Context: an optimization exercise on an open-source flow, tuned for small area and a short achievable clock period. The choices shown serve that exercise and are no tape-out recipe.
At most, simulation tests tie the RTL to the original design; equivalence was not proved.
For run 1, only the layout was checked, not whether the RTL still works.
Power is estimated from default activity; no workload was simulated.

--- design/flow/run.sh ---
#!/bin/bash
# synth_recipe.tcl (not shown) runs the flow's synth.tcl, then flattens the netlist and writes it again
# the make line also repeats each setting of config.mk as NAME=value (left out here)
make -C /OpenROAD-flow-scripts/flow DESIGN_CONFIG=/design/flow/config.mk WORK_HOME=/design/flow/orfs CLKGATE_MAP_FILE= SYNTH_SCRIPT=/design/flow/synth_recipe.tcl finish
--- design/flow/constraint.sdc ---
create_clock -name core_clock -period 3.0 [get_ports {clk}]
set_input_delay 0.6000 -clock core_clock [delete_from_list [all_inputs] [get_ports {clk}]]
set_output_delay 0.6000 -clock core_clock [all_outputs]
set_load 0.01 [all_outputs]
--- design/flow/config.mk ---
export PLATFORM = sky130hd
export DESIGN_NAME = fifo
export DESIGN_NICKNAME = fifo
export VERILOG_FILES = /design/flow/design.v
export SDC_FILE = /design/flow/constraint.sdc
export NUM_CORES = 4
export LEC_CHECK = 0
export CAP_MARGIN = 20
export CORE_MARGIN = 2
export CORE_UTILIZATION = 65
export CTS_CLUSTER_DIAMETER = 60
export CTS_CLUSTER_SIZE = 22
export SETUP_SLACK_MARGIN = 1.4
export SLEW_MARGIN = 20
export SYNTH_HIERARCHICAL = 1
--- design/flow/design.v ---
`timescale 1ns / 1ps
module fifo(clk, rst, buf_in, buf_out, wr_en, rd_en, buf_empty, buf_full, fifo_counter);
input clk, rst, wr_en, rd_en;
input [7:0] buf_in;
output [7:0] buf_out;
output buf_full, buf_empty;
output [6:0] fifo_counter;
reg [7:0] buf_out;
reg [6:0] fifo_counter;   
reg buf_full;             
reg buf_empty;            
reg [6:0] cnt;            
reg empty_r;              
reg [511:0] store;
reg [31:0] sel_lo;        
reg [7:0] sel_hi;         
wire wr = wr_en & ~cnt[6];
wire rd = rd_en & ~empty_r;
wire inc = wr & ~rd;
wire dec = rd & ~wr;
wire inc_hi = inc & sel_lo[7];
wire dec_hi = dec & sel_lo[0];
wire rd_last = rd_en & (cnt == 7'd1);
wire rd_go = rd & ~rst;
wire rd_hold = ~rd & ~rst;
wire [7:0] sel_rd = sel_hi & {8{rd_go}};
wire [7:0] out_nx;
genvar b, j, q;
generate
  for (b = 0; b < 8; b = b + 1) begin : g_bit
    wire [7:0] grp;
    for (j = 0; j < 8; j = j + 1) begin : g_grp
      wire [7:0] d;
      for (q = 0; q < 8; q = q + 1) begin : g_ent
        assign d[q] = store[8*((8*j + q + 63) % 64) + b];
      end
      fifo_sel8 u_lo (.s(sel_lo[8*(b/2) +: 8]), .d(d), .y(grp[j]));
    end
    fifo_sel8h u_hi (.s(sel_rd), .d(grp), .h(rd_hold), .q(buf_out[b]), .y(out_nx[b]));
  end
endgenerate
always @(posedge clk)
  if (wr)
    store <= {store[503:0], buf_in};
wire [6:0] cnt_inc = cnt + 7'd1;
wire [6:0] cnt_dec = cnt - 7'd1;
wire up = inc & ~rst;
wire dn = dec & ~rst;
wire keep = ~inc & ~dec & ~rst;
wire up_hi = inc_hi & ~rst;
wire dn_hi = dec_hi & ~rst;
wire keep_hi = ~inc_hi & ~dec_hi & ~rst;
wire [6:0] cnt_nx, cnt_out_nx;
wire [31:0] lo_nx;
wire [7:0] hi_nx;
wire full_nx, empty_nx, empty_out_nx;
generate
  for (q = 0; q < 7; q = q + 1) begin : g_cnt
    fifo_upd u_c (.i(up), .d(dn), .h(keep), .a(cnt_inc[q]), .b(cnt_dec[q]), .c(cnt[q]),
                  .y(cnt_nx[q]));
    fifo_upd u_o (.i(up), .d(dn), .h(keep), .a(cnt_inc[q]), .b(cnt_dec[q]), .c(cnt[q]),
                  .y(cnt_out_nx[q]));
  end
  for (q = 0; q < 8; q = q + 1) begin : g_ring
    if (q == 0) begin : g_first
      fifo_upd_set u_h (.r(rst), .i(up_hi), .d(dn_hi), .h(keep_hi), .a(sel_hi[7]),
                        .b(sel_hi[1]), .c(sel_hi[0]), .y(hi_nx[0]));
    end else begin : g_rest
      fifo_upd u_h (.i(up_hi), .d(dn_hi), .h(keep_hi), .a(sel_hi[q-1]), .b(sel_hi[(q+1)%8]),
                    .c(sel_hi[q]), .y(hi_nx[q]));
    end
  end
  for (q = 0; q < 32; q = q + 1) begin : g_lo
    if (q % 8 == 0) begin : g_first
      fifo_upd_set u_l (.r(rst), .i(up), .d(dn), .h(keep), .a(sel_lo[q+7]), .b(sel_lo[q+1]),
                        .c(sel_lo[q]), .y(lo_nx[q]));
    end else begin : g_rest
      fifo_upd u_l (.i(up), .d(dn), .h(keep), .a(sel_lo[q-1]), .b(sel_lo[q-q%8+(q+1)%8]),
                    .c(sel_lo[q]), .y(lo_nx[q]));
    end
  end
endgenerate
fifo_upd u_full (.i(up), .d(dn), .h(keep), .a(cnt_inc[6]), .b(cnt_dec[6]), .c(cnt[6]),
                 .y(full_nx));
fifo_eupd u_e (.rst(rst), .wr(wr), .last(rd_last), .e(empty_r), .y(empty_nx));
fifo_eupd u_eo (.rst(rst), .wr(wr), .last(rd_last), .e(empty_r), .y(empty_out_nx));
always @(posedge clk) begin
  cnt <= cnt_nx;
  fifo_counter <= cnt_out_nx;
  buf_full <= full_nx;
  empty_r <= empty_nx;
  buf_empty <= empty_out_nx;
  sel_lo <= lo_nx;
  sel_hi <= hi_nx;
  buf_out <= out_nx;
end
endmodule
module fifo_sel8(s, d, y);
input [7:0] s, d;
output y;
assign y = |(s & d);
endmodule
module fifo_sel8h(s, d, h, q, y);
input [7:0] s, d;
input h, q;
output y;
assign y = |(s & d) | (h & q);
endmodule
module fifo_upd(i, d, h, a, b, c, y);
input i, d, h, a, b, c;
output y;
assign y = (i & a) | (d & b) | (h & c);
endmodule
module fifo_upd_set(r, i, d, h, a, b, c, y);
input r, i, d, h, a, b, c;
output y;
assign y = r | (i & a) | (d & b) | (h & c);
endmodule
module fifo_eupd(rst, wr, last, e, y);
input rst, wr, last, e;
output y;
assign y = rst | (~wr & (e | last));
endmodule
==> results of run 1 <==
-- worst max-delay path by stage --
stage / startpoint / end / slack (ps) / cells after the start
after floorplan: wr_en / sel_hi[1] / -6730 / 7
after global placement: wr_en / sel_hi[1] / 120 / 8
after detailed placement: wr_en / sel_hi[7] / 60 / 8
after CTS: cnt[6] / sel_hi[7] / 1310 / 7
after global routing: cnt[6] / sel_hi[6] / 1200 / 7
final: empty_r / buf_out[2] / 1290 / 7
-- per-stage QoR --
stage,hold WS [ps],power (mW)
global route,447.3,16.89
finish,440.7,16.35
global placement,429.1,10.94
CTS,443.4,16.38
floorplan,426.8,10.67
detailed placement,434.2,10.96
-- state kept, by name, indices dropped and copies added, names as in the netlist --
register	flops
cnt	7
buf_empty	1
buf_full	1
empty_r	1
sel_hi	8
sel_lo	32
fifo_counter	7
buf_out	8
store	512
-- cells in the mapped netlist, drive strengths merged, types with 2 or more instances --
cell type / instances
edfxtp: 512
a22oi: 269
dfxtp: 65
nand4: 64
a222oi: 58
inv: 55
nand3: 12
and2: 10
a221oi: 9
a22o: 8
nand2: 7
xnor2: 6
a21oi: 5
ha: 5
nor2: 5
xor2: 4
nor2b: 3
buf: 2
nand2b: 2
o21bai: 2
-- cell families (layout without fill, tap and decap cells) --
family                   after synthesis  count (layout)  synth area share
AO/OA/AOI/OAI                        351             351            0.1384
XOR/XNOR                              10              10          0.004260
adder cells (fa/ha/maj)                5               5          0.003043
buffers and inverters                 57             212           0.01114
flip-flops                           577             577            0.8111
other                                  0               1                 0
AND/OR/NAND/NOR                      108             112           0.03201
-- layout make-up --
class	instances	area, µm²	area share
clock buffer	39	943.4	0.03975
timing repair buffer	93	1107	0.04666
clock inverter	25	295.3	0.01244
antenna	1	2.502	0.0001054
multi-input combinational	478	3856	0.1625
sequential	577	16820	0.7085
inverter	55	210.2	0.008857
tap	402	503.0	0.02119
-- per-module statistics from Yosys, one instance, submodules excluded --
module,times used,flip-flops and latches
fifo,1,577
fifo_eupd,2,0
fifo_sel8,64,0
fifo_sel8h,8,0
fifo_upd,50,0
fifo_upd_set,5,0
-- per-layer routing --
metal	share of wire	GRT usage
met1	0.42	0.4121
met3	0.093	0.04272
met5	0	0
met4	0.024	0.07903
met2	0.46	0.3962
-- worst reg2reg max path, cell delays in order, from the launching register on --
cell and delay [ps]:
dfxtp_2 330, nand2b_4 140, buf_4 120, nor2_4 50, and2_4 170, buf_4 170
a222oi_1 420, nand3_1 180
-- power by group through the flow --
| stage | combinational (mW) | sequential [mW] | clock (mW) |
|---|---|---|---|
| floorplan | 0.522 | 10.1 | 0 |
| global placement | 0.750 | 10.2 | 0 |
| detailed placement | 0.763 | 10.2 | 0 |
| CTS | 0.862 | 10.0 | 5.49 |
| global route | 1.03 | 10.1 | 5.77 |
| finish | 0.951 | 10.0 | 5.39 |
-- what timing repair did --
action | 4_1_cts | 5_1_grt
resized for setup | 170 | 60
gates cloned | 8 | 5
setup buffers | 8 | 29
pin swaps | 31 | 27
endpoints found under the setup margin | 573 | 437
hold buffers | 0 | 0
==> summary.txt, run 1 <==
Pwr
  • P_leak: 8.159 nW
  • Clock network fraction of design power: 0.330
  • Net switching power: between 3 and 4 mW
  • Pwr Density: around 690 mW/mm²
  • Peak supply drop: a little over 600 µV
  • Sw Share: 0.2229
  • Reg power frac: 0.612
  • Int Power: 12.71 mW
  • Logic pwr share: 0.058

Die
  • Die ar.: between 0.03 and 0.04 mm²
  • Die Y: 181.9 µm
  • Initial Utilization: 0.6566
  • Core area: 0.03131 mm²
  • Io pins: 29
  • Row cnt: 65
  • DIE WIDTH: between 150 and 200 µm

Worst setup path
  • R2R depth: 7
  • Worst r2r src: empty_r
  • Top cell family by delay on the critical path: simple AND/OR/NAND/NOR gates
  • CP peak stage delay: roughly 400 ps
  • Critical path fanouts, max: 8
  • Most used cell, CP: buf_4
  • Kind of critical path: reg -> reg
  • CP Cell Sequence: nand2b_4 -> buf_4 -> nor2_4 -> and2_4 -> buf_4 -> a222oi_1 -> nand3_1
  • Critical path launch point type: register
  • CP Data Arrival Time: roughly 2100 ps
  • CP Capture Type: register
  • R2R Setup Slk: between 1000 and 1500 ps
  • Critical path buffers and inverters: 2
  • Slowest stage cell, crit path: a222oi_1
  • Critical R2R Capture: buf_out[2]
  • CP required: 3390 ps

STA
  • Slew Limit Fails: 0
  • Final Setup Violations: 0
  • Slew at the pin closest to its max-slew limit: about 540 ps
  • Final Cycle Share: 0.5705
  • Relative slew slack: 0.6428
  • Tmin final: about 1700 ps
  • Unrepaired setup endpoints after global routing: true
  • FMAX: between 0.5 and 0.6 GHz
  • Setup TNS: 0 ps
  • Final setup margin: between 1000 and 1500 ps
  • Fin. Hold Viols: 0
  • Worst Clk Skew: 22.92 ps

Finish
  • Number of fill cells: around 1800
  • Final instance area: 0.02373 mm²
  • Core Util, Final: 0.7580
  • Most common cell after layout, fill and taps aside: edfxtp_1
  • Most frequent cells in the layout: edfxtp_1, a22oi_1, nand4_1
  • Share of layout cells above drive strength 1: 0.1949
  • Area delta synth->final: 15.44%
  • Fin cells: about 1700
  • Final net count: between 1000 and 1500

Min path
  • Min-delay src: store[411]
  • Worst Hold Depth: 0
  • End of the worst hold path: store[419]
  • Hold Path Class: reg -> reg

CTS
  • Max clock buf depth: 3
  • Clock latency on the worst-skew pair: approximately 540 ps
  • Clk slew on worst S/H paths: ~90 ps
  • CTS Buf Count: 37
  • H-tree Lvls: 2
  • CTS tree: yes
  • Clock tree sinks: a little under 600
  • CTS Root Cell: clkbuf_16

Routing
  • Vias per cell: about 7.0
  • Iter 0 DRT Violations: approximately 1600
  • Routed len/inst: 26.90 µm
  • Pre-antenna DRT Iters: 9
  • Number of routed nets with antenna violations: 0
  • Vias: around 12000
  • # DRC: 0
  • Total Wirelength: approximately 45 mm

Logic synthesis
  • Synthesized area per cell: around 19 µm²
  • Ys async rst share: 0
  • Synthesized flop and latch total: about 580
  • Cells after synthesis: around 1100
  • Post-synth EDFFs: between 500 and 600
  • Area fraction of the dominant cell type after synthesis: 0.7478
  • Syn Nets: roughly 1100
  • Area leader, netlist: edfxtp_1
  • Seq/Total Area, Yosys: 0.8111
  • Largest cells by area after synthesis: edfxtp_1, a22oi_1, dfxtp_1, a222oi_1, nand4_1
  • Cell Area, Synth: between 0.02 and 0.025 mm²
  • Synth Warn #: 7
  • Main synth FF type: edfxtp_1
  • Unique masters post-synth: 26

Placed design
  • IO buf count: 28
  • Placed instance count: ~1600
  • Placed cell area: between 0.02 and 0.025 mm²
  • Gpl congestion: 0.7643
  • Post-DP HPWL: between 20 and 25 mm
  • Post-place setup slack: between 60 and 70 ps

Outcome
  • Status: finished clean

Global route
  • Initial antenna violation count: 1
  • Largest net degree at the start of global routing: 76
  • First-pass GRT wire length: approximately 66 mm
  • Grt total ovfl: 0
  • Vias in the first global route: about 11000
  • Total track usage: 0.2651

Job
  • Max Cap Viol: 0
==> inputs of run 2 (changes only) <==
--- a/design/flow/design.v
+++ b/design/flow/design.v
@@ -16,10 +16,6 @@
 reg [7:0] sel_hi;         
 wire wr = wr_en & ~cnt[6];
 wire rd = rd_en & ~empty_r;
-wire inc = wr & ~rd;
-wire dec = rd & ~wr;
-wire inc_hi = inc & sel_lo[7];
-wire dec_hi = dec & sel_lo[0];
 wire rd_last = rd_en & (cnt == 7'd1);
 wire rd_go = rd & ~rst;
 wire rd_hold = ~rd & ~rst;
@@ -44,21 +40,32 @@
     store <= {store[503:0], buf_in};
 wire [6:0] cnt_inc = cnt + 7'd1;
 wire [6:0] cnt_dec = cnt - 7'd1;
-wire up = inc & ~rst;
-wire dn = dec & ~rst;
-wire keep = ~inc & ~dec & ~rst;
-wire up_hi = inc_hi & ~rst;
-wire dn_hi = dec_hi & ~rst;
-wire keep_hi = ~inc_hi & ~dec_hi & ~rst;
+wire [3:0] up, dn, keep;      
+wire up_c, dn_c, keep_c;      
+wire up_o, dn_o, keep_o;      
+wire up_hi, dn_hi, keep_hi;   
+genvar k;
+generate
+  for (k = 0; k < 4; k = k + 1) begin : g_ctl
+    fifo_ctl u_k (.w(wr_en), .r(rd_en), .rst(rst), .full(cnt[6]), .empty(empty_r),
+                  .up(up[k]), .dn(dn[k]), .keep(keep[k]));
+  end
+endgenerate
+fifo_ctl u_ctl_c (.w(wr_en), .r(rd_en), .rst(rst), .full(cnt[6]), .empty(empty_r),
+                  .up(up_c), .dn(dn_c), .keep(keep_c));
+fifo_ctl u_ctl_o (.w(wr_en), .r(rd_en), .rst(rst), .full(cnt[6]), .empty(empty_r),
+                  .up(up_o), .dn(dn_o), .keep(keep_o));
+fifo_ctl_hi u_ctl_h (.w(wr_en), .r(rd_en), .rst(rst), .full(cnt[6]), .empty(empty_r),
+                     .eu(sel_lo[7]), .ed(sel_lo[0]), .up(up_hi), .dn(dn_hi), .keep(keep_hi));
 wire [6:0] cnt_nx, cnt_out_nx;
 wire [31:0] lo_nx;
 wire [7:0] hi_nx;
 wire full_nx, empty_nx, empty_out_nx;
 generate
   for (q = 0; q < 7; q = q + 1) begin : g_cnt
-    fifo_upd u_c (.i(up), .d(dn), .h(keep), .a(cnt_inc[q]), .b(cnt_dec[q]), .c(cnt[q]),
+    fifo_upd u_c (.i(up_c), .d(dn_c), .h(keep_c), .a(cnt_inc[q]), .b(cnt_dec[q]), .c(cnt[q]),
                   .y(cnt_nx[q]));
-    fifo_upd u_o (.i(up), .d(dn), .h(keep), .a(cnt_inc[q]), .b(cnt_dec[q]), .c(cnt[q]),
+    fifo_upd u_o (.i(up_o), .d(dn_o), .h(keep_o), .a(cnt_inc[q]), .b(cnt_dec[q]), .c(cnt[q]),
                   .y(cnt_out_nx[q]));
   end
   for (q = 0; q < 8; q = q + 1) begin : g_ring
@@ -72,15 +79,15 @@
   end
   for (q = 0; q < 32; q = q + 1) begin : g_lo
     if (q % 8 == 0) begin : g_first
-      fifo_upd_set u_l (.r(rst), .i(up), .d(dn), .h(keep), .a(sel_lo[q+7]), .b(sel_lo[q+1]),
+      fifo_upd_set u_l (.r(rst), .i(up[q/8]), .d(dn[q/8]), .h(keep[q/8]), .a(sel_lo[q+7]), .b(sel_lo[q+1]),
                         .c(sel_lo[q]), .y(lo_nx[q]));
     end else begin : g_rest
-      fifo_upd u_l (.i(up), .d(dn), .h(keep), .a(sel_lo[q-1]), .b(sel_lo[q-q%8+(q+1)%8]),
+      fifo_upd u_l (.i(up[q/8]), .d(dn[q/8]), .h(keep[q/8]), .a(sel_lo[q-1]), .b(sel_lo[q-q%8+(q+1)%8]),
                     .c(sel_lo[q]), .y(lo_nx[q]));
     end
   end
 endgenerate
-fifo_upd u_full (.i(up), .d(dn), .h(keep), .a(cnt_inc[6]), .b(cnt_dec[6]), .c(cnt[6]),
+fifo_upd u_full (.i(up_o), .d(dn_o), .h(keep_o), .a(cnt_inc[6]), .b(cnt_dec[6]), .c(cnt[6]),
                  .y(full_nx));
 fifo_eupd u_e (.rst(rst), .wr(wr), .last(rd_last), .e(empty_r), .y(empty_nx));
 fifo_eupd u_eo (.rst(rst), .wr(wr), .last(rd_last), .e(empty_r), .y(empty_out_nx));
@@ -106,6 +113,24 @@
 output y;
 assign y = |(s & d) | (h & q);
 endmodule
+module fifo_ctl(w, r, rst, full, empty, up, dn, keep);
+input w, r, rst, full, empty;
+output up, dn, keep;
+wire wa = w & ~full;
+wire ra = r & ~empty;
+assign up = ~rst & wa & ~ra;
+assign dn = ~rst & ra & ~wa;
+assign keep = ~rst & ~(wa ^ ra);
+endmodule
+module fifo_ctl_hi(w, r, rst, full, empty, eu, ed, up, dn, keep);
+input w, r, rst, full, empty, eu, ed;
+output up, dn, keep;
+wire wa = w & ~full;
+wire ra = r & ~empty;
+assign up = ~rst & wa & ~ra & eu;
+assign dn = ~rst & ra & ~wa & ed;
+assign keep = ~rst & ~(wa & ~ra & eu) & ~(ra & ~wa & ed);
+endmodule
 module fifo_upd(i, d, h, a, b, c, y);
 input i, d, h, a, b, c;
 output y;
==> summary.txt, run 2 <==
Outcome
  • Status: finished clean

Routing
  • Vias: 12150 (+3.3%)
  • # DRC: 0 (unchanged)
  • Iter 0 DRT Violations: 1971 (+22%)
  • Pre-antenna DRT Iters: 9 (unchanged)
  • Number of routed nets with antenna violations: 0 (unchanged)
  • Routed len/inst: 26.22 µm (-2.5%)
  • Vias per cell: 6.932 (-1.6%)
  • Total Wirelength: 45.96 mm (+2.3%)

Worst setup path
  • Top cell family by delay on the critical path: flip-flops
  • Critical path fanouts, max: 2 (-6)
  • Critical R2R Capture: buf_out[0]
  • CP Depth: 1 (-6)
  • Critical path buffers and inverters: 1 (-1)
  • Kind of critical path: reg -> out
  • Critical path launch point type: register
  • CP Capture Type: output pin
  • CP required: 2400 ps (-990 ps)
  • Worst r2r src: sel_lo[5]
  • CP Data Arrival Time: 1020 ps (-1090 ps)
  • R2R Setup Slk: 1400 ps (+110 ps)
  • Setup crit start: buf_out[7]
  • Critical Path Sink: buf_out[7]
  • CP peak stage delay: 370 ps (-40 ps)
  • CP Cell Sequence: buf_6
  • R2R depth: 5 (-2)
  • Slowest stage cell, crit path: dfxtp_4

Finish
  • Max reg flops: 512 (unchanged)
  • Number of fill cells: 1772 (+0.51%)
  • Fin cells: 1753 (+5.0%)
  • Final net count: 1341 (+6.5%)
  • Most frequent cells in the layout: edfxtp_1, a22oi_1, buf_4
  • Final antenna diode count: 0 (-1)
  • Area delta synth->final: 17.76%
  • Share of layout cells above drive strength 1: 0.2398 (+0.04487)
  • Top flop regs: store (512), sel_lo (32)
  • Multi-input gate area: 0.004225 mm² (+9.6%)
  • Top reg by flops: store
  • Core Util, Final: 0.7780 (+0.01999)
  • Most common cell after layout, fill and taps aside: edfxtp_1
  • Register area: 0.01683 mm² (+0.11%)

Global route
  • Initial antenna violation count: 0 (-1)
  • Largest net degree at the start of global routing: 57 (-25%)
  • GR Util met1: 0.4140 (+0.001874)
  • Met3 usage: 0.03952 (-0.003204)
  • GR peak layer: met1
  • First-pass GRT wire length: 66.79 mm (+0.53%)
  • Vias in the first global route: 11490 (+2.6%)
  • Grt total ovfl: 0 (unchanged)
  • Met2 usage: 0.3895 (-0.006623)
  • Total track usage: 0.2603 (-0.004823)

Die
  • Die Y: 183.1 µm (+0.68%)
  • Io pins: 29 (unchanged)
  • Core area: 0.03156 mm² (+0.78%)
  • Row cnt: 65 (unchanged)
  • Initial Utilization: 0.6607 (+0.004043)
  • Die ar.: 0.03352 mm² (+1.4%)
  • DIE WIDTH: 183.1 µm (+0.68%)

STA
  • Unrepaired setup endpoints after global routing: true
  • Slew at the pin closest to its max-slew limit: 559.7 ps (+23.87 ps)
  • Final setup margin: 1385 ps (+96.15 ps)
  • Tmin final: 1615 ps (-96.15 ps)
  • Final Cycle Share: 0.5385 (-0.03205)
  • Final Hold Slack: 440.4 ps (-0.2930 ps)
  • Final Setup Violations: 0 (unchanged)
  • FMAX: 0.6190 GHz (+6.0%)
  • Slew Limit Fails: 0 (unchanged)
  • Relative slew slack: 0.6249 (-0.01794)
  • Fin. Hold Viols: 0 (unchanged)
  • Worst Clk Skew: 31.07 ps (+8.152 ps)

Placed design
  • Post-place setup slack: 415.5 ps (+350.8 ps)
  • IO buf count: 28 (unchanged)
  • Post-DP HPWL: 23.99 mm (+5.0%)
  • Gpl congestion: 0.8247 (+7.9%)
  • Placed instance count: 1602 (+3.0%)

Logic synthesis
  • Unique masters post-synth: 33 (+27%)
  • Most common cell in the netlist: edfxtp_1
  • Main synth FF type: edfxtp_1
  • Cell Area, Synth: 0.02085 mm² (+1.4%)
  • Synth Warn #: 7 (unchanged)
  • Syn Nets: 1164 (+3.5%)
  • Area leader, netlist: edfxtp_1
  • Synthesized area per cell: 18.14 µm² (-2.2%)
  • Largest cells by area after synthesis: edfxtp_1, a22oi_1, dfxtp_1, a222oi_1, nand4_1
  • Seq/Total Area, Yosys: 0.7999 (-0.01120)
  • Post-synth EDFFs: 512 (unchanged)
  • Ys async rst share: 0 (unchanged)
  • Cells after synthesis: 1149 (+3.7%)
  • Synth top cells by count: edfxtp_1, a22oi_1, dfxtp_1
  • Area fraction of the dominant cell type after synthesis: 0.7375 (-0.01032)
  • Synthesized flop and latch total: 577 (unchanged)

CTS
  • Clk slew on worst S/H paths: 80 ps (about the same)
  • CTS Buf Count: 37 (unchanged)
  • Max clock buf depth: 3 (unchanged)
  • Clock tree sinks: 577 (unchanged)
  • Hold-fix buffers at CTS: 0 (unchanged)
  • Clock latency on the worst-skew pair: 540 ps (about the same)
  • CTS Root Cell: clkbuf_16
  • H-tree Lvls: 2 (unchanged)
  • CTS tree: yes

Pwr
  • Pwr Density: 669.9 mW/mm² (-2.8%)
  • Peak supply drop: 637.7 µV (+3.7%)
  • P_leak: 8.589 nW (+5.3%)

Job
  • Max Cap Viol: 0 (unchanged)

Min path
  • Hold Path Class: reg -> reg
==> run 2: cell type report <==
| cell class | instances | share of cell area |
|---|---|---|
| well taps | 402 | 0.02049 |
| clock inverters | 18 | 0.009225 |
| repair buffers | 140 | 0.06340 |
| multi-input cells | 516 | 0.1721 |
| flip-flops and latches | 577 | 0.6857 |
| inverters | 54 | 0.008256 |
| clock buffers | 46 | 0.04077 |
==> run 2: stage by stage <==
step	setup TNS (ps)	power, mW	instance area [µm²]
floorplan	-2938300	10.67	20870
global placement	0	11.03	21940
detailed placement	0	11.05	21940
CTS	0	16.41	23470
global route	0	16.97	24550
finish	0	16.45	24550
==> run 2: timing repair <==
item / CTS / global route
buffers inserted: 7 / 76
endpoints found under the setup margin: 585 / 185
pin swaps: 7 / 45
cloned: 4 / 0
resized for setup: 164 / 100
==> run 2: where the power goes <==
group | leakage, nW | internal (mW) | total (mW) | switching [mW]
clock | 0.604 | 2.72 | 5.36 | 2.65
sequential | 5.56 | 9.53 | 10.0 | 0.465
combinational | 2.43 | 0.454 | 1.09 | 0.632
==> run 2: how the worst min path moves through the flow <==
stage,slack (ps),cells after the start,end,startpoint
after CTS,440,0,store[72],store[64]
after global routing,460,0,store[410],store[402]
final,440,0,store[442],store[434]
after detailed placement,430,0,store[486],store[478]
after floorplan,430,0,store[104],store[96]
after global placement,430,0,store[489],store[481]
==> run 2: per-layer routing <==
layer	up-vias	wire, µm
met2	673	20910
met5	-	0
met1	6079	19560
li1	5321	-
met4	0	1023
met3	78	4460
==> run 2: Yosys stat by module (local to each module, per instance) <==
module / cells / cell area, µm² / flip-flops and latches / times used
fifo_sel8h: 5 / 46.29 / 0 / 8
fifo_sel8: 5 / 36.28 / 0 / 64
fifo_ctl: 7 / 47.55 / 0 / 6
fifo: 619 / 17000 / 577 / 1
fifo_upd_set: 3 / 16.27 / 0 / 5
fifo_eupd: 2 / 15.01 / 0 / 2
fifo_ctl_hi: 9 / 71.32 / 0 / 1
fifo_upd: 2 / 13.76 / 0 / 50
==> run 2: cells by family (layout without fill, tap and decap cells) <==
family	count (synthesis)	in the layout	share of synthesized area
buffers and inverters	56	258	0.01080
xor gates and xnor gates	16	16	0.006722
DFF	577	577	0.7999
adders and majority gates	3	3	0.001801
AOI/OAI and AO/OA	353	353	0.1371
and+or+nand+nor	144	144	0.04363
==> inputs of run 3 (changes only) <==
==> design/flow/flow/run.sh (new file) <==
#!/bin/bash
# The standard ORFS layout; only clock tree synthesis differs: it inserts
# no dummy loads and clusters up to 30 sinks within 80 um per leaf buffer.
# The make output goes to standard.log; ORFS keeps each step's log under orfs/logs.
set -euo pipefail
export CTS_ARGS="-sink_clustering_enable -repair_clock_nets -sink_clustering_size 30 -sink_clustering_max_diameter 80 -dont_use_dummy_load"
bash standard.sh finish > standard.log 2>&1
==> design/flow/standard.sh (new file) <==
#!/bin/bash
# synth_recipe.tcl (not shown) runs the flow's synth.tcl, then flattens the netlist and writes it again
# the make line also repeats each setting of config.mk as NAME=value (left out here)
make -C /OpenROAD-flow-scripts/flow DESIGN_CONFIG=/design/flow/config.mk WORK_HOME=/design/flow/orfs CLKGATE_MAP_FILE= SYNTH_SCRIPT=/design/flow/synth_recipe.tcl "${@:-finish}"
removed: design/flow/run.sh
==> summary.txt, run 3 <==
Worst setup path
  • R2R depth: 7 (+2)
  • Critical path fanouts, max: 2 (unchanged)
  • Kind of critical path: reg -> out
  • CP Depth: 1 (unchanged)
  • Critical path buffers and inverters: 1 (unchanged)
  • Slowest stage cell, crit path: dfxtp_4
  • Top cell family by delay on the critical path: flip-flops
  • CP required: 2400 ps (about the same)
  • Critical path launch point type: register
  • CP peak stage delay: 380 ps (about the same)
  • CP Cell Sequence: buf_6
  • CP Capture Type: output pin
  • CP Data Arrival Time: 1070 ps (+50 ps)

Global route
  • Initial antenna violation count: 0 (unchanged)
  • First-pass GRT wire length: 65.78 mm (-1.5%)
  • Vias in the first global route: 11200 (-2.5%)
  • Largest net degree at the start of global routing: 57 (unchanged)
  • Grt total ovfl: 0 (unchanged)
  • Total track usage: 0.2564 (-0.003954)

Logic synthesis
  • Most common cell in the netlist: edfxtp_1
  • Cell Area, Synth: 0.02085 mm² (unchanged)
  • Area fraction of the dominant cell type after synthesis: 0.7375 (unchanged)
  • Cells after synthesis: 1149 (unchanged)
  • Post-synth EDFFs: 512 (unchanged)
  • Syn Nets: 1164 (unchanged)
  • Main synth FF type: edfxtp_1
  • Unique masters post-synth: 33 (unchanged)
  • Largest cells by area after synthesis: edfxtp_1, a22oi_1, dfxtp_1, a222oi_1, nand4_1
  • Synthesized flop and latch total: 577 (unchanged)
  • Synth Warn #: 7 (unchanged)
  • Synth top cells by count: edfxtp_1, a22oi_1, dfxtp_1
  • Ys async rst share: 0 (unchanged)
  • Seq/Total Area, Yosys: 0.7999 (unchanged)
  • Synthesized area per cell: 18.14 µm² (unchanged)
  • Area leader, netlist: edfxtp_1

Finish
  • Area delta synth->final: 14.07%
  • Final antenna diode count: 0 (unchanged)
  • Top flop regs: store (512), sel_lo (32)
  • Core Util, Final: 0.7536 (-0.02435)
  • Top reg by flops: store
  • Register area: 0.01683 mm² (about the same)
  • Multi-input gate area: 0.004214 mm² (-0.27%)
  • Number of fill cells: 1843 (+4.0%)
  • Max reg flops: 512 (unchanged)
  • Most frequent cells in the layout: edfxtp_1, a22oi_1, buf_4
  • Most common cell after layout, fill and taps aside: edfxtp_1
  • Share of layout cells above drive strength 1: 0.2158 (-0.02406)
  • Final net count: 1324 (-1.3%)

STA
  • Unrepaired setup endpoints after global routing: true
  • Slew at the pin closest to its max-slew limit: 553.9 ps (-5.817 ps)
  • Slew Limit Fails: 0 (unchanged)
  • Relative slew slack: 0.6288 (+0.003900)
  • Worst Clk Skew: 32.90 ps (+1.834 ps)
  • FMAX: 0.5985 GHz (-3.3%)
  • Final Cycle Share: 0.5570 (+0.01849)
  • Final setup margin: 1329 ps (-55.48 ps)
  • Final Setup Violations: 0 (unchanged)
  • Tmin final: 1671 ps (+55.48 ps)
  • Fin. Hold Viols: 0 (unchanged)
  • Final Hold Slack: 431.7 ps (-8.709 ps)

Routing
  • Iter 0 DRT Violations: 1883 (-4.5%)
  • Number of routed nets with antenna violations: 0 (unchanged)
  • # DRC: 0 (unchanged)
  • Pre-antenna DRT Iters: 9 (unchanged)
  • Routed len/inst: 26.77 µm (+2.1%)
  • Vias per cell: 7.016 (+1.2%)
  • Total Wirelength: 45.74 mm (-0.47%)
  • Vias: 11990 (-1.3%)

Placed design
  • IO buf count: 28 (unchanged)
  • Post-DP HPWL: 23.99 mm (unchanged)
  • Post-place setup slack: 415.5 ps (unchanged)
  • Gpl congestion: 0.8247 (unchanged)

Die
  • Core area: 0.03156 mm² (unchanged)
  • DIE WIDTH: 183.1 µm (unchanged)
  • Row cnt: 65 (unchanged)
  • Initial Utilization: 0.6607 (unchanged)
  • Io pins: 29 (unchanged)
  • Die ar.: 0.03352 mm² (unchanged)
  • Die Y: 183.1 µm (unchanged)

CTS
  • H-tree Lvls: 1 (-1)
  • Clock tree sinks: 577 (unchanged)
  • Hold-fix buffers at CTS: 0 (unchanged)
  • CTS Root Cell: clkbuf_16
  • CTS Buf Count: 24 (-35%)
  • Max clock buf depth: 3 (unchanged)
  • Clock latency on the worst-skew pair: 570 ps (+30 ps)
  • CTS tree: yes
  • Clk slew on worst S/H paths: 110 ps (+30 ps)

Pwr
  • P_leak: 8.248 nW (-4.0%)
  • Peak supply drop: 498.5 µV (-22%)
  • Pwr Density: 621.2 mW/mm² (-7.3%)

Min path
  • Worst Hold Depth: 0 (unchanged)
  • Hold Path Class: reg -> reg

Outcome
  • Status: finished clean

Job
  • Max Cap Viol: 0 (unchanged)
-- run 3: cell counts after synthesis --
Identical to the previous run, type by type.
-- run 3: layer usage --
metal	wire, µm	global-route usage	vias up	part of all wire
met2	20740	0.3823	650	0.45
li1	-	-	5238	-
met5	0	0	-	0
met3	4664	0.03793	55	0.10
met1	19500	0.4113	6048	0.43
met4	842	0.05312	0	0.018
-- run 3: Yosys stat by module, one instance, submodules excluded --
module / copies in the design / cells / cell area [µm²] / flip-flops and latches
fifo_upd: 50 / 2 / 13.76 / 0
fifo_upd_set: 5 / 3 / 16.27 / 0
fifo_eupd: 2 / 2 / 15.01 / 0
fifo_sel8: 64 / 5 / 36.28 / 0
fifo_sel8h: 8 / 5 / 46.29 / 0
fifo_ctl_hi: 1 / 9 / 71.32 / 0
fifo: 1 / 619 / 17000 / 577
fifo_ctl: 6 / 7 / 47.55 / 0
-- run 3: kinds of logic after synthesis --
| group | count (synthesis) | synth area share |
|---|---|---|
| AO/OA/AOI/OAI | 353 | 0.1371 |
| XOR/XNOR | 16 | 0.006722 |
| flip-flops | 577 | 0.7999 |
| AND/OR/NAND/NOR | 144 | 0.04363 |
| adder cells (fa/ha/maj) | 3 | 0.001801 |
| buffers and inverters | 56 | 0.01080 |
-- run 3: power by group --
group	total [mW]	internal, mW	leakage (nW)	switching, mW
registers	9.98	9.53	5.56	0.452
clock network	3.67	1.44	0.296	2.23
logic	1.12	0.466	2.40	0.651
total	14.8	11.4	8.25	3.34
-- run 3: cell type report --
type | instances | area share
clock buffers | 24 | 0.02525
repair buffers | 136 | 0.06003
flip-flops and latches | 577 | 0.7078
multi-input cells | 516 | 0.1772
inverters | 54 | 0.008523
well taps | 402 | 0.02115
-- run 3: through the flow --
| stage | area (µm²) | std cells | setup TNS, ps | total power, mW |
|---|---|---|---|---|
| after global routing | 23780 | 1709 | 0 | 15.23 |
| after floorplan | 20870 | 1149 | -2938300 | 10.67 |
| final | 23780 | 1709 | 0 | 14.77 |
| after global placement | 21940 | 1602 | 0 | 11.03 |
| after detailed placement | 21940 | 1602 | 0 | 11.05 |
| after CTS | 22900 | 1637 | 0 | 14.68 |
-- run 3: final timing paths --
path                end        from  slack (ps)
max reg2reg  buf_out[2]  sel_lo[11]        1400
min reg2reg  store[493]  store[485]         430
min          store[493]  store[485]         430
max          buf_out[4]  buf_out[4]        1330
-- run 3: repair_timing --
item	4_1_cts	5_1_grt
cloned	3	0
setup endpoints to repair	572	117
pin swaps	8	47
gates resized for setup	182	70
buffers inserted	8	72
==> inputs of run 4 (changes only) <==
==> design/flow/flow/run.sh (replaced) <==
#!/bin/bash
# The standard ORFS layout; only clock tree synthesis differs: it inserts
# no dummy loads and clusters up to 22 sinks within 60 um per leaf buffer.
# The make output goes to standard.log; ORFS keeps each step's log under orfs/logs.
set -euo pipefail
export CTS_ARGS="-sink_clustering_enable -repair_clock_nets -sink_clustering_size 22 -sink_clustering_max_diameter 60 -dont_use_dummy_load"
bash standard.sh finish > standard.log 2>&1
==> summary.txt, run 4 <==
Outcome
  • Status: finished clean

Finish
  • Most common cell after layout, fill and taps aside: edfxtp_1
  • Core Util, Final: 0.7548 (+0.001150)
  • Multi-input gate area: 0.004130 mm² (-2.0%)
  • Most frequent cells in the layout: edfxtp_1, a22oi_1, nand4_1
  • Fin cells: 1694 (-0.88%)
  • Top flop regs: store (512), sel_lo (32)
  • Register area: 0.01683 mm² (about the same)
  • Top reg by flops: store
  • Area delta synth->final: 14.25%
  • Number of fill cells: 1843 (unchanged)
  • Final antenna diode count: 0 (unchanged)
  • Final net count: 1309 (-1.1%)
  • Share of layout cells above drive strength 1: 0.1927 (-0.02304)
  • Final instance area: 0.02382 mm² (+0.15%)
  • Max reg flops: 512 (unchanged)

Logic synthesis
  • Ys async rst share: 0 (unchanged)
  • Area leader, netlist: edfxtp_1
  • Synth Area in Compound Gates: 0.1371 (unchanged)
  • Synth top cells by count: edfxtp_1, a22oi_1, dfxtp_1
  • Post-synth EDFFs: 512 (unchanged)
  • Seq/Total Area, Yosys: 0.7999 (unchanged)
  • Unique masters post-synth: 33 (unchanged)
  • Synthesized flop and latch total: 577 (unchanged)
  • Post-synthesis simple-gate area fraction: 0.04363 (unchanged)
  • Main synth FF type: edfxtp_1
  • Largest family of logic cells by synthesized area: compound AO/OA/AOI/OAI gates
  • Most common cell in the netlist: edfxtp_1
  • Area fraction of the dominant cell type after synthesis: 0.7375 (unchanged)
  • Mux share of post-synthesis cell area: 0 (unchanged)
  • Post-synthesis xor/xnor area fraction: 0.006722 (unchanged)
  • Syn Nets: 1164 (unchanged)
  • Synth Warn #: 7 (unchanged)
  • Cells after synthesis: 1149 (unchanged)
  • Synthesized area per cell: 18.14 µm² (unchanged)
  • Largest cells by area after synthesis: edfxtp_1, a22oi_1, dfxtp_1, a222oi_1, nand4_1
  • Synth Area in Adders: 0.001801 (unchanged)
  • Cell Area, Synth: 0.02085 mm² (unchanged)

Routing
  • Total Wirelength: 44.79 mm (-2.1%)
  • Iter 0 DRT Violations: 1536 (-18%)
  • Pre-antenna DRT Iters: 6 (-3)
  • # DRC: 0 (unchanged)
  • Vias per cell: 7.006 (-0.14%)
  • Vias: 11870 (-1.0%)
  • Routed len/inst: 26.44 µm (-1.2%)
  • Number of routed nets with antenna violations: 0 (unchanged)

Placed design
  • IO buf count: 28 (unchanged)
  • Post-DP HPWL: 23.99 mm (unchanged)
  • Placed cell area: 0.02194 mm² (unchanged)
  • Post-place setup slack: 415.5 ps (unchanged)
  • Gpl congestion: 0.8247 (unchanged)
  • Placed instance count: 1602 (unchanged)

Worst setup path
  • Critical path buffers and inverters: 1 (unchanged)
  • Critical path fanouts, max: 2 (unchanged)
  • CP required: 2400 ps (about the same)
  • CP Data Arrival Time: 1010 ps (-60 ps)
  • CP peak stage delay: 370 ps (about the same)
  • Top cell family by delay on the critical path: flip-flops
  • CP Capture Type: output pin
  • CP Cell Sequence: buf_6
  • Kind of critical path: reg -> out
  • Critical path launch point type: register
  • Slowest stage cell, crit path: dfxtp_4

STA
  • Tmin final: 1615 ps (-56.04 ps)
  • Slew at the pin closest to its max-slew limit: 569.0 ps (+15.16 ps)
  • Worst Clk Skew: 35.39 ps (+2.488 ps)
  • Final Cycle Share: 0.5383 (-0.01868)
  • Slew Limit Fails: 0 (unchanged)
  • Final setup margin: 1385 ps (+56.04 ps)
  • Fin. Hold Viols: 0 (unchanged)
  • Unrepaired setup endpoints after global routing: true
  • Setup TNS: 0 ps (unchanged)
  • Final Setup Violations: 0 (unchanged)
  • FMAX: 0.6192 GHz (+3.5%)
  • Relative slew slack: 0.6193 (-0.009494)
  • Final Hold Slack: 422.2 ps (-9.562 ps)

CTS
  • CTS Buf Count: 37 (+54%)
  • Clock latency on the worst-skew pair: 540 ps (-30 ps)
  • Hold-fix buffers at CTS: 0 (unchanged)
  • Clock tree sinks: 577 (unchanged)
  • CTS tree: yes
  • H-tree Lvls: 2 (+1)
  • Max clock buf depth: 3 (unchanged)
  • CTS Root Cell: clkbuf_16
  • Clk slew on worst S/H paths: 90 ps (-20 ps)

Pwr
  • Total power: 15.61 mW (+5.7%)
  • Peak supply drop: 504.3 µV (+1.1%)
  • Pwr Density: 655.5 mW/mm² (+5.5%)
  • P_leak: 8.255 nW (about the same)

Die
  • Row cnt: 65 (unchanged)
  • DIE WIDTH: 183.1 µm (unchanged)
  • Io pins: 29 (unchanged)
  • Die Y: 183.1 µm (unchanged)
  • Die ar.: 0.03352 mm² (unchanged)
  • Initial Utilization: 0.6607 (unchanged)
  • Core area: 0.03156 mm² (unchanged)

Global route
  • First-pass GRT wire length: 66.58 mm (+1.2%)
  • Initial antenna violation count: 0 (unchanged)
  • Grt total ovfl: 0 (unchanged)
  • Largest net degree at the start of global routing: 57 (unchanged)
  • Total track usage: 0.2594 (+0.003027)
  • Vias in the first global route: 11500 (+2.7%)

Job
  • Max Cap Viol: 0 (unchanged)

Min path
  • Hold Path Class: reg -> reg
run 4: cells by family (layout without fill, tap and decap cells):
| kind of cell | after synthesis | in the layout |
|---|---|---|
| AND/OR/NAND/NOR | 144 | 144 |
| adder cells (fa/ha/maj) | 3 | 3 |
| buffers and inverters | 56 | 199 |
| XOR/XNOR | 16 | 16 |
| AO/OA/AOI/OAI | 353 | 353 |
| flip-flops | 577 | 577 |
run 4: worst paths after layout:
| check | from | end | slack, ps | cells after the start |
|---|---|---|---|---|
| worst max register to register | sel_lo[27] | buf_out[7] | 1400 | 5 |
| worst max-delay path | buf_out[7] | buf_out[7] | 1390 | 1 |
| worst min-delay path | store[131] | store[139] | 420 | 0 |
| worst min register to register | store[131] | store[139] | 420 | 0 |
run 4: repair_timing:
item / in CTS / in global routing
pin swaps: 4 / 20
setup endpoints to repair: 573 / 202
setup buffers: 7 / 42
cloned: 4 / 2
gates resized for setup: 158 / 65
run 4: worst reg2reg max path: stages, from the launching register on:
cell and delay (ps):
dfxtp_4 420, buf_4 210, a22oi_2 210, nand4_1 180, a222oi_1 350, nand3_1 120
run 4: Yosys stat by module (local to each module, per instance):
module / flip-flops and latches / cell area (µm²) / cells / copies in the design
fifo_ctl_hi: 0 / 71.32 / 9 / 1
fifo_ctl: 0 / 47.55 / 7 / 6
fifo_upd_set: 0 / 16.27 / 3 / 5
fifo_upd: 0 / 13.76 / 2 / 50
fifo_sel8h: 0 / 46.29 / 5 / 8
fifo_sel8: 0 / 36.28 / 5 / 64
fifo_eupd: 0 / 15.01 / 2 / 2
fifo: 577 / 17000 / 619 / 1
run 4: per-layer routing:
metal | global-route usage | vias up | routed length (µm)
li1 | - | 5207 | -
met1 | 0.4090 | 5959 | 19180
met2 | 0.3921 | 633 | 20540
met3 | 0.03813 | 70 | 4194
met4 | 0.05888 | 0 | 880
met5 | 0 | - | 0
run 4: layout make-up:
| type | instances | area share |
|---|---|---|
| flip-flops and latches | 577 | 0.7066 |
| multi-input cells | 516 | 0.1734 |
| repair buffers | 108 | 0.05138 |
| clock buffers | 37 | 0.03887 |
| well taps | 402 | 0.02112 |
| inverters | 54 | 0.008615 |
run 4: power by group:
group | switching, mW | internal [mW]
combinational | 0.616 | 0.437
clock | 2.37 | 2.19
sequential | 0.465 | 9.53
total | 3.45 | 12.2
==> inputs of run 5 (changes only) <==
==> design/flow/flow/run.sh (replaced) <==
#!/bin/bash
# The standard ORFS layout with two changes: clock tree synthesis inserts
# no dummy loads, and the port buffers are plain buf cells (buffer_ports
# would otherwise pick a slow delay cell).
# The make output goes to standard.log; ORFS keeps each step's log under orfs/logs.
set -euo pipefail
export CTS_ARGS="-sink_clustering_enable -repair_clock_nets -sink_clustering_size 22 -sink_clustering_max_diameter 60 -dont_use_dummy_load"
export BUFFER_PORTS_ARGS="-buffer_cell sky130_fd_sc_hd__buf_2"
bash standard.sh MATCH_CELL_FOOTPRINT=0 finish > standard.log 2>&1
==> summary.txt, run 5 <==
Die
  • DIE WIDTH: 183.1 µm (unchanged)
  • Row cnt: 65 (unchanged)
  • Die Y: 183.1 µm (unchanged)
  • Core area: 0.03156 mm² (unchanged)
  • Initial Utilization: 0.6607 (unchanged)
  • Die ar.: 0.03352 mm² (unchanged)
  • Io pins: 29 (unchanged)

Finish
  • Top flop regs: store (512), sel_lo (32)
  • Number of fill cells: 1913 (+3.8%)
  • Final antenna diode count: 0 (unchanged)
  • Most common cell after layout, fill and taps aside: edfxtp_1
  • Core Util, Final: 0.7443 (-0.01051)
  • Multi-input gate area: 0.004124 mm² (-0.15%)
  • Share of layout cells above drive strength 1: 0.1895 (-0.003259)
  • Top reg by flops: store
  • Max reg flops: 512 (unchanged)
  • Most frequent cells in the layout: edfxtp_1, a22oi_1, nand4_1
  • Area delta synth->final: 12.66%
  • Register area: 0.01683 mm² (about the same)
  • Final net count: 1289 (-1.5%)

Routing
  • Vias per cell: 7.020 (+0.19%)
  • Total Wirelength: 44.28 mm (-1.1%)
  • Pre-antenna DRT Iters: 8 (+2)
  • # DRC: 0 (unchanged)
  • Met3 wire len: 4.000 mm (-4.6%)
  • Met2 Routed Length: 20.38 mm (-0.76%)
  • Iter 0 DRT Violations: 1486 (-3.3%)
  • Vias: 11750 (-0.99%)
  • Top Metal Used: met4
  • Routed len/inst: 26.45 µm (about the same)
  • Wl on met1: 18.88 mm (-1.6%)
  • Number of routed nets with antenna violations: 0 (unchanged)

Logic synthesis
  • Synth Area in Adders: 0.001801 (unchanged)
  • Synth Area in Compound Gates: 0.1371 (unchanged)
  • Seq/Total Area, Yosys: 0.7999 (unchanged)
  • Ys async rst share: 0 (unchanged)
  • Largest cells by area after synthesis: edfxtp_1, a22oi_1, dfxtp_1, a222oi_1, nand4_1
  • Largest family of logic cells by synthesized area: compound AO/OA/AOI/OAI gates
  • Main synth FF type: edfxtp_1
  • Area fraction of the dominant cell type after synthesis: 0.7375 (unchanged)
  • Synth Warn #: 7 (unchanged)
  • Area leader, netlist: edfxtp_1
  • Unique masters post-synth: 33 (unchanged)
  • Post-synthesis xor/xnor area fraction: 0.006722 (unchanged)
  • Mux share of post-synthesis cell area: 0 (unchanged)
  • Synthesized flop and latch total: 577 (unchanged)
  • Cells after synthesis: 1149 (unchanged)
  • Post-synthesis simple-gate area fraction: 0.04363 (unchanged)
  • Most common cell in the netlist: edfxtp_1
  • Synth top cells by count: edfxtp_1, a22oi_1, dfxtp_1
  • Syn Nets: 1164 (unchanged)
  • Cell Area, Synth: 0.02085 mm² (unchanged)
  • Post-synth EDFFs: 512 (unchanged)
  • Synthesized area per cell: 18.14 µm² (unchanged)

Placed design
  • Post-place setup slack: 641.7 ps (+226.1 ps)
  • Gpl congestion: 0.7766 (-5.8%)
  • IO buf count: 28 (unchanged)
  • Post-DP HPWL: 23.45 mm (-2.3%)

CTS
  • CTS tree: yes
  • CTS Root Cell: clkbuf_16
  • H-tree Lvls: 2 (unchanged)
  • CTS Buf Count: 37 (unchanged)
  • Clk slew on worst S/H paths: 80 ps (about the same)
  • Max clock buf depth: 3 (unchanged)
  • Clock latency on the worst-skew pair: 530 ps (about the same)
  • Clock tree sinks: 577 (unchanged)

Global route
  • Initial antenna violation count: 0 (unchanged)
  • Grt total ovfl: 0 (unchanged)
  • Total track usage: 0.2578 (-0.001568)
  • Largest net degree at the start of global routing: 78 (+37%)
  • Vias in the first global route: 11300 (-1.7%)
  • First-pass GRT wire length: 65.92 mm (-0.99%)

Worst setup path
  • Critical path fanouts, max: 2 (unchanged)
  • CP required: 2400 ps (about the same)
  • Critical path launch point type: register
  • CP Cell Sequence: buf_6
  • CP Capture Type: output pin
  • R2R Setup Slk: 1410 ps (about the same)
  • Top cell family by delay on the critical path: flip-flops
  • Kind of critical path: reg -> out
  • Critical path buffers and inverters: 1 (unchanged)
  • CP peak stage delay: 380 ps (about the same)
  • Slowest stage cell, crit path: dfxtp_2
  • CP Data Arrival Time: 1010 ps (about the same)

Job
  • Max Cap Viol: 0 (unchanged)

STA
  • Worst Clk Skew: 32.75 ps (-2.646 ps)
  • Setup TNS: 0 ps (unchanged)
  • Tmin final: 1614 ps (-1.280 ps)
  • Slew at the pin closest to its max-slew limit: 803.3 ps (+234.3 ps)
  • Final Setup Violations: 0 (unchanged)
  • Fin. Hold Viols: 0 (unchanged)
  • Unrepaired setup endpoints after global routing: true
  • Final Hold Slack: 243.0 ps (-179.2 ps)
  • Relative slew slack: 0.4645 (-0.1548)
  • FMAX: 0.6197 GHz (about the same)
  • Final setup margin: 1386 ps (+1.280 ps)
  • Final Cycle Share: 0.5379 (about the same)
  • Slew Limit Fails: 0 (unchanged)

Pwr
  • Total power: 15.53 mW (-0.54%)
  • Pwr Density: 661.1 mW/mm² (+0.86%)
  • Reg power frac: 0.644 (+0.004)
  • Clock network fraction of design power: 0.294 (+0.002)
  • Int Power: 12.11 mW (-0.45%)
  • Peak supply drop: 553.6 µV (+9.8%)
  • Sw Share: 0.2201 (-0.0006871)
  • P_leak: 8.083 nW (-2.1%)
  • Logic pwr share: 0.062 (-0.005)
  • Net switching power: 3.418 mW (-0.85%)

Outcome
  • Status: finished clean

Min path
  • Hold Path Class: in -> reg
run 5: cell counts after synthesis:
No cell type changed its count.
run 5: area by class of cell:
| type | count | area share |
|---|---|---|
| repair buffers | 88 | 0.03841 |
| well taps | 402 | 0.02142 |
| clock buffers | 37 | 0.03942 |
| flip-flops and latches | 577 | 0.7165 |
| multi-input cells | 516 | 0.1756 |
| inverters | 54 | 0.008630 |
run 5: what timing repair did:
action,4_1_cts,5_1_grt
hold buffers,0,0
setup endpoints to repair,570,287
buffers inserted,19,22
cloned,3,3
pin swaps,4,26
gates resized for setup,86,69
run 5: cell families after synthesis:
logic type      Yosys count
flops                   577
compound gates          353
simple gates            144
buf+inv                  56
xor+xnor                 16
fa+ha+maj                 3
run 5: metal layers:
layer	vias up	GRT usage
met5	-	0
met1	5923	0.3965
met4	0	0.06944
li1	5179	-
met3	65	0.03614
met2	584	0.3962
run 5: per-module statistics from Yosys, one instance, submodules excluded:
module        copies in the design  cells inside  cell area [µm²]
fifo_ctl                         6             7            47.55
fifo_eupd                        2             2            15.01
fifo_ctl_hi                      1             9            71.32
fifo                             1           619            17000
fifo_sel8h                       8             5            46.29
fifo_upd_set                     5             3            16.27
fifo_upd                        50             2            13.76
fifo_sel8                       64             5            36.28
run 5: power groups by stage:
| stage | combinational, mW | sequential [mW] | clock (mW) |
|---|---|---|---|
| finish | 0.964 | 10.0 | 4.56 |
| global route | 1.05 | 10.1 | 4.90 |
| CTS | 0.879 | 10.0 | 4.65 |
| detailed placement | 0.801 | 10.2 | 0 |
| global placement | 0.790 | 10.2 | 0 |
| floorplan | 0.559 | 10.1 | 0 |
run 5: final timing paths:
path                    from          to  cells past startpoint
setup reg to reg   sel_lo[8]  buf_out[3]                      6
setup / recovery  buf_out[0]  buf_out[0]                      1
hold reg to reg    store[17]   store[25]                      0
hold / removal     buf_in[4]    store[4]                      1
run 5: through the flow:
stage	instances	area, µm²
CTS	1649	23000
floorplan	1149	20870
global route	1674	23490
global placement	1590	21650
detailed placement	1590	21650
finish	1674	23490
==> inputs of run 6 (changes only) <==
--- a/design/flow/flow/run.sh
+++ b/design/flow/flow/run.sh
@@ -6,4 +6,4 @@
 set -euo pipefail
 export CTS_ARGS="-sink_clustering_enable -repair_clock_nets -sink_clustering_size 22 -sink_clustering_max_diameter 60 -dont_use_dummy_load"
 export BUFFER_PORTS_ARGS="-buffer_cell sky130_fd_sc_hd__buf_2"
-bash standard.sh MATCH_CELL_FOOTPRINT=0 finish > standard.log 2>&1
+bash standard.sh finish > standard.log 2>&1
==> summary.txt, run 6 <==
Logic synthesis
  • Synthesized flop and latch total: 577 (unchanged)
  • Area fraction of the dominant cell type after synthesis: 0.7375 (unchanged)
  • Cells after synthesis: 1149 (unchanged)
  • Most common cell in the netlist: edfxtp_1
  • Ys async rst share: 0 (unchanged)
  • Unique masters post-synth: 33 (unchanged)
  • Post-synth EDFFs: 512 (unchanged)
  • Synth Warn #: 7 (unchanged)
  • Synth top cells by count: edfxtp_1, a22oi_1, dfxtp_1
  • Synthesized area per cell: 18.14 µm² (unchanged)
  • Syn Nets: 1164 (unchanged)
  • Area leader, netlist: edfxtp_1
  • Seq/Total Area, Yosys: 0.7999 (unchanged)
  • Cell Area, Synth: 0.02085 mm² (unchanged)
  • Main synth FF type: edfxtp_1
  • Largest cells by area after synthesis: edfxtp_1, a22oi_1, dfxtp_1, a222oi_1, nand4_1

Global route
  • Vias in the first global route: 11340 (+0.36%)
  • Initial antenna violation count: 0 (unchanged)
  • Total track usage: 0.2578 (about the same)
  • Grt total ovfl: 0 (unchanged)
  • First-pass GRT wire length: 65.94 mm (about the same)
  • Largest net degree at the start of global routing: 78 (unchanged)

STA
  • Relative slew slack: 0.4600 (-0.004462)
  • Final Setup Violations: 0 (unchanged)
  • Worst Clk Skew: 28.17 ps (-4.574 ps)
  • Slew at the pin closest to its max-slew limit: 810.0 ps (+6.693 ps)
  • Fin. Hold Viols: 0 (unchanged)
  • Slew Limit Fails: 0 (unchanged)
  • Final setup margin: 1386 ps (-0.7400 ps)
  • FMAX: 0.6195 GHz (about the same)
  • Tmin final: 1614 ps (+0.7400 ps)
  • Final Cycle Share: 0.5381 (about the same)
  • Unrepaired setup endpoints after global routing: true

CTS
  • Clock latency on the worst-skew pair: 530 ps (about the same)
  • Max clock buf depth: 3 (unchanged)
  • Clock tree sinks: 577 (unchanged)
  • CTS Root Cell: clkbuf_16
  • CTS Buf Count: 37 (unchanged)
  • CTS tree: yes
  • H-tree Lvls: 2 (unchanged)
  • Hold-fix buffers at CTS: 0 (unchanged)
  • Clk slew on worst S/H paths: 80 ps (about the same)

Finish
  • Core Util, Final: 0.7439 (about the same)
  • Most frequent cells in the layout: edfxtp_1, a22oi_1, nand4_1
  • Final net count: 1286 (-0.23%)
  • Max reg flops: 512 (unchanged)
  • Top flop regs: store (512), sel_lo (32)
  • Share of layout cells above drive strength 1: 0.1891 (-0.0003401)
  • Area delta synth->final: 12.60% (about the same)
  • Final antenna diode count: 0 (unchanged)
  • Top reg by flops: store
  • Most common cell after layout, fill and taps aside: edfxtp_1

Worst setup path
  • CP required: 3370 ps (+970 ps)
  • CP peak stage delay: 410 ps (+30 ps)
  • Top cell family by delay on the critical path: compound AO/OA/AOI/OAI gates
  • Critical path buffers and inverters: 1 (unchanged)
  • CP Cell Sequence: buf_4 -> a22oi_2 -> nand4_1 -> a22o_1 -> a221oi_2 -> nand3_1
  • CP Capture Type: register
  • Critical path launch point type: register
  • Kind of critical path: reg -> reg
  • Slowest stage cell, crit path: dfxtp_4
  • Critical path fanouts, max: 8 (+6)
  • CP Data Arrival Time: 1990 ps (+980 ps)

Placed design
  • Post-place setup slack: 641.7 ps (unchanged)
  • Post-DP HPWL: 23.45 mm (unchanged)
  • Gpl congestion: 0.7766 (unchanged)
  • IO buf count: 28 (unchanged)

Routing
  • Pre-antenna DRT Iters: 6 (-2)
  • Vias per cell: 7.050 (+0.44%)
  • # DRC: 0 (unchanged)
  • Number of routed nets with antenna violations: 0 (unchanged)
  • Vias: 11780 (+0.26%)
  • Routed len/inst: 26.42 µm (-0.14%)
  • Total Wirelength: 44.14 mm (-0.32%)
  • Iter 0 DRT Violations: 1454 (-2.2%)

Die
  • Die ar.: 0.03352 mm² (unchanged)
  • DIE WIDTH: 183.1 µm (unchanged)
  • Io pins: 29 (unchanged)
  • Core area: 0.03156 mm² (unchanged)
  • Die Y: 183.1 µm (unchanged)
  • Row cnt: 65 (unchanged)
  • Initial Utilization: 0.6607 (unchanged)

Pwr
  • Peak supply drop: 553.6 µV (about the same)
  • P_leak: 8.072 nW (-0.14%)
  • Pwr Density: 661.2 mW/mm² (about the same)

Min path
  • Hold Path Class: in -> reg

Outcome
  • Status: finished clean

Job
  • Max Cap Viol: 0 (unchanged)
run 6: changes by cell type in the layout (fill, tap and decap cells not counted):
cell and delta:
clkbuf_16 -3, a22oi_1 -2, a22oi_2 +2, buf_16 +2, buf_12 -1, buf_4 -1
bufbuf_16 +1, clkbuf_4 -1
run 6: Yosys stat by module (local to each module, per instance):
module	cells	flip-flops and latches	area, µm²
fifo_sel8h	5	0	46.29
fifo_upd_set	3	0	16.27
fifo_upd	2	0	13.76
fifo	619	577	17000
fifo_eupd	2	0	15.01
fifo_ctl	7	0	47.55
fifo_ctl_hi	9	0	71.32
fifo_sel8	5	0	36.28
run 6: worst paths after layout:
path,from,end,slack [ps],cells after the start
setup / recovery,sel_lo[13],buf_out[2],1390,6
hold / removal,buf_in[3],store[3],240,1
setup reg to reg,sel_lo[13],buf_out[2],1390,6
hold reg to reg,store[17],store[25],420,0
run 6: stage by stage:
stage	total power, mW	std cells	hold WS [ps]	area [µm²]	TNS (ps)
6_report	15.52	1671	243.4	23470	0
4_1_cts	15.56	1649	221.3	23020	0
5_1_grt	16.03	1671	226.2	23470	0
2_1_floorplan	10.67	1149	426.8	20870	-2938300
3_3_place_gp	10.97	1590	428.5	21650	0
3_5_place_dp	11.00	1590	434.2	21650	0
run 6: area by class of cell:
cell class,count,area [µm²]
inverter,54,202.7
clock buffer,37,925.9
tap,402,503.0
fill,1908,8082
sequential,577,16830
multi-input combinational,516,4134
timing repair buffer,85,879.6
run 6: metal layers:
metal	wire, µm	up-vias	part of all wire	global-route usage
li1	-	5182	-	-
met3	3800	73	0.086	0.03654
met2	20460	597	0.46	0.3964
met5	0	-	0	0
met4	1017	0	0.023	0.06848
met1	18860	5929	0.43	0.3964
run 6: power by group:
group          internal [mW]  switching (mW)  total, mW
Clock                   2.19            2.35       4.55
Combinational          0.386           0.582      0.968
Sequential              9.53           0.473       10.0
run 6: logic make-up (layout without fill, tap and decap cells):
family | after synthesis | in the layout | synth area share
AO/OA/AOI/OAI | 353 | 353 | 0.1371
XOR/XNOR | 16 | 16 | 0.006722
adder cells (fa/ha/maj) | 3 | 3 | 0.001801
buffers and inverters | 56 | 176 | 0.01080
flip-flops | 577 | 577 | 0.7999
AND/OR/NAND/NOR | 144 | 144 | 0.04363
run 6: timing repair:
item,CTS,global route
cloned,3,2
buffers inserted,19,20
resized for setup,88,68
endpoints found under the setup margin,570,244
endpoints found under the hold margin,0,0
pin swaps,4,33
==> inputs of run 7 (changes only) <==
--- a/design/flow/config.mk
+++ b/design/flow/config.mk
@@ -7,7 +7,7 @@
 export LEC_CHECK = 0
 export CAP_MARGIN = 20
 export CORE_MARGIN = 2
-export CORE_UTILIZATION = 65
+export CORE_UTILIZATION = 72
 export CTS_CLUSTER_DIAMETER = 60
 export CTS_CLUSTER_SIZE = 22
 export SETUP_SLACK_MARGIN = 1.4
==> summary.txt, run 7 <==
Routing
  • Total Wirelength: 45.43 mm (+2.9%)
  • Met2 Routed Length: 21.75 mm (+6.3%)
  • Number of routed nets with antenna violations: 0 (unchanged)
  • Wl on met1: 18.27 mm (-3.2%)
  • Met3 wire len: 4.547 mm (+20%)
  • Vias: 12200 (+3.5%)
  • Iter 0 DRT Violations: 1853 (+27%)
  • Top Metal Used: met4
  • Vias per cell: 7.316 (+3.8%)
  • # DRC: 0 (unchanged)
  • Pre-antenna DRT Iters: 7 (+1)
  • Routed len/inst: 27.25 µm (+3.2%)

Worst setup path
  • Critical path fanouts, max: 2 (-6)
  • CP Data Arrival Time: 1020 ps (-970 ps)
  • CP peak stage delay: 370 ps (-40 ps)
  • Critical path launch point type: register
  • Critical path buffers and inverters: 1 (unchanged)
  • CP required: 2400 ps (-970 ps)
  • CP Capture Type: output pin
  • CP Cell Sequence: buf_6
  • Kind of critical path: reg -> out
  • Slowest stage cell, crit path: dfxtp_4
  • Top cell family by delay on the critical path: flip-flops

Pwr
  • Clock network fraction of design power: 0.291 (-0.002)
  • Reg power frac: 0.640 (-0.005)
  • Net switching power: 3.451 mW (+1.3%)
  • Sw Share: 0.2209 (+0.001408)
  • Pwr Density: 656.1 mW/mm² (-0.78%)
  • Peak supply drop: 478.4 µV (-14%)
  • Logic pwr share: 0.069 (+0.007)
  • P_leak: 8.223 nW (+1.9%)
  • Int Power: 12.17 mW (+0.47%)

STA
  • Final Cycle Share: 0.5403 (+0.002227)
  • Unrepaired setup endpoints after global routing: true
  • Slew at the pin closest to its max-slew limit: 737.5 ps (-72.45 ps)
  • Final Hold Slack: 237.8 ps (-5.615 ps)
  • Setup TNS: 0 ps (unchanged)
  • FMAX: 0.6169 GHz (-0.41%)
  • Final Setup Violations: 0 (unchanged)
  • Fin. Hold Viols: 0 (unchanged)
  • Slew Limit Fails: 0 (unchanged)
  • Tmin final: 1621 ps (+6.680 ps)
  • Relative slew slack: 0.5083 (+0.04830)
  • Worst Clk Skew: 46.13 ps (+17.96 ps)

Global route
  • Grt total ovfl: 0 (unchanged)
  • Initial antenna violation count: 1 (+1)
  • Largest net degree at the start of global routing: 61 (-22%)
  • Total track usage: 0.2901 (+0.03231)
  • Vias in the first global route: 11830 (+4.3%)
  • First-pass GRT wire length: 67.53 mm (+2.4%)

Logic synthesis
  • Seq/Total Area, Yosys: 0.7999 (unchanged)
  • Main synth FF type: edfxtp_1
  • Largest cells by area after synthesis: edfxtp_1, a22oi_1, dfxtp_1, a222oi_1, nand4_1
  • Ys async rst share: 0 (unchanged)
  • Area fraction of the dominant cell type after synthesis: 0.7375 (unchanged)
  • Synth top cells by count: edfxtp_1, a22oi_1, dfxtp_1
  • Post-synth EDFFs: 512 (unchanged)
  • Synthesized flop and latch total: 577 (unchanged)
  • Most common cell in the netlist: edfxtp_1
  • Cell Area, Synth: 0.02085 mm² (unchanged)
  • Synthesized area per cell: 18.14 µm² (unchanged)
  • Synth Warn #: 7 (unchanged)
  • Syn Nets: 1164 (unchanged)
  • Area leader, netlist: edfxtp_1
  • Unique masters post-synth: 33 (unchanged)
  • Cells after synthesis: 1149 (unchanged)

Job
  • Max Cap Viol: 0 (unchanged)

Finish
  • Top reg by flops: store
  • Final instance area: 0.02381 mm² (+1.4%)
  • Top flop regs: store (512), sel_lo (32)
  • Share of layout cells above drive strength 1: 0.2028 (+0.01368)
  • Max reg flops: 512 (unchanged)
  • Most frequent cells in the layout: edfxtp_1, a22oi_1, nand4_1
  • Area delta synth->final: 14.22%
  • Most common cell after layout, fill and taps aside: edfxtp_1
  • Final net count: 1299 (+1.0%)

CTS
  • Hold-fix buffers at CTS: 0 (unchanged)
  • Max clock buf depth: 3 (unchanged)
  • CTS Buf Count: 37 (unchanged)
  • H-tree Lvls: 2 (unchanged)
  • Clock latency on the worst-skew pair: 540 ps (about the same)
  • CTS tree: yes
  • Clk slew on worst S/H paths: 80 ps (about the same)
  • Clock tree sinks: 577 (unchanged)
  • CTS Root Cell: clkbuf_16

Outcome
  • Status: finished clean

Placed design
  • IO buf count: 28 (unchanged)
  • Post-DP HPWL: 24.33 mm (+3.8%)
  • Placed cell area: 0.02168 mm² (+0.16%)
  • Gpl congestion: 0.8449 (+8.8%)

Die
  • DIE WIDTH: 174.2 µm (-4.9%)
  • Initial Utilization: 0.7283 (+0.06763)
  • Core area: 0.02863 mm² (-9.3%)
  • Io pins: 29 (unchanged)
  • Row cnt: 62 (-4.6%)
  • Die Y: 174.2 µm (-4.9%)
  • Die ar.: 0.03033 mm² (-9.5%)

Min path
  • Hold Path Class: in -> reg
run 7: cell counts after synthesis:
No cell type changed its count.
run 7: timing repair:
action / in CTS / in global routing
cloned: 3 / 4
buffers inserted: 10 / 34
endpoints found under the setup margin: 517 / 313
pin swaps: 6 / 33
resized for setup: 98 / 79
run 7: metrics by stage:
step                worst slack, ps    util  cells  power (mW)
detailed placement            699.4  0.7575   1578       11.01
CTS                            1365  0.8047   1628       15.54
finish                         1379  0.8319   1667       15.62
global route                   1311  0.8318   1666       16.11
global placement              766.8  0.7574   1578       10.97
floorplan                     -5717       -   1149       10.67
run 7: final cells by class:
| cell class | instances | area, µm² |
|---|---|---|
| diodes | 1 | 2.502 |
| flip-flops and latches | 577 | 16830 |
| repair buffers | 98 | 1170 |
| inverters | 54 | 206.4 |
| fillers | 1318 | 4812 |
| multi-input cells | 516 | 4195 |
| clock buffers | 37 | 925.9 |
| well taps | 384 | 480.5 |
run 7: final timing paths:
| check | to | start | slack, ps | cells past startpoint |
|---|---|---|---|---|
| setup / recovery | buf_out[1] | buf_out[1] | 1380 | 1 |
| hold / removal | store[7] | buf_in[7] | 240 | 1 |
| setup reg to reg | sel_lo[2] | empty_r | 1410 | 5 |
| hold reg to reg | store[17] | store[9] | 430 | 0 |
run 7: cell families after synthesis:
group / synth area share
and+or+nand+nor: 0.04363
adders and majority gates: 0.001801
DFF: 0.7999
buffers and inverters: 0.01080
AOI/OAI and AO/OA: 0.1371
xor gates and xnor gates: 0.006722
run 7: layer usage:
| metal | track usage | vias up |
|---|---|---|
| met1 | 0.4401 | 6166 |
| met3 | 0.04943 | 69 |
| met5 | 0 | - |
| met2 | 0.4545 | 762 |
| met4 | 0.06828 | 0 |
| li1 | - | 5198 |
run 7: per-module statistics from Yosys (local to each module, per instance), a selection:
module,flops+latches,cells inside,area [µm²],times used
fifo_upd,0,2,13.76,50
fifo_sel8,0,5,36.28,64
fifo_upd_set,0,3,16.27,5
fifo_sel8h,0,5,46.29,8
fifo_ctl_hi,0,9,71.32,1
fifo,577,619,17000,1
run 7: power groups by stage:
stage	Sequential (mW)	Combinational [mW]	Clock, mW
2_1_floorplan	10.1	0.559	0
3_3_place_gp	10.2	0.801	0
3_5_place_dp	10.2	0.825	0
4_1_cts	10.0	0.900	4.61
5_1_grt	10.1	1.16	4.88
6_report	10.0	1.08	4.54

Re-timed with assumed drivers on the ports (clkbuf_16 on the clock, buf_2 on other inputs), run 7 has 1.329 ns of setup slack against 1.379 ns with ideal ports, and 0.912 ns once port delays also move by the mid clock arrival of 0.564 ns.
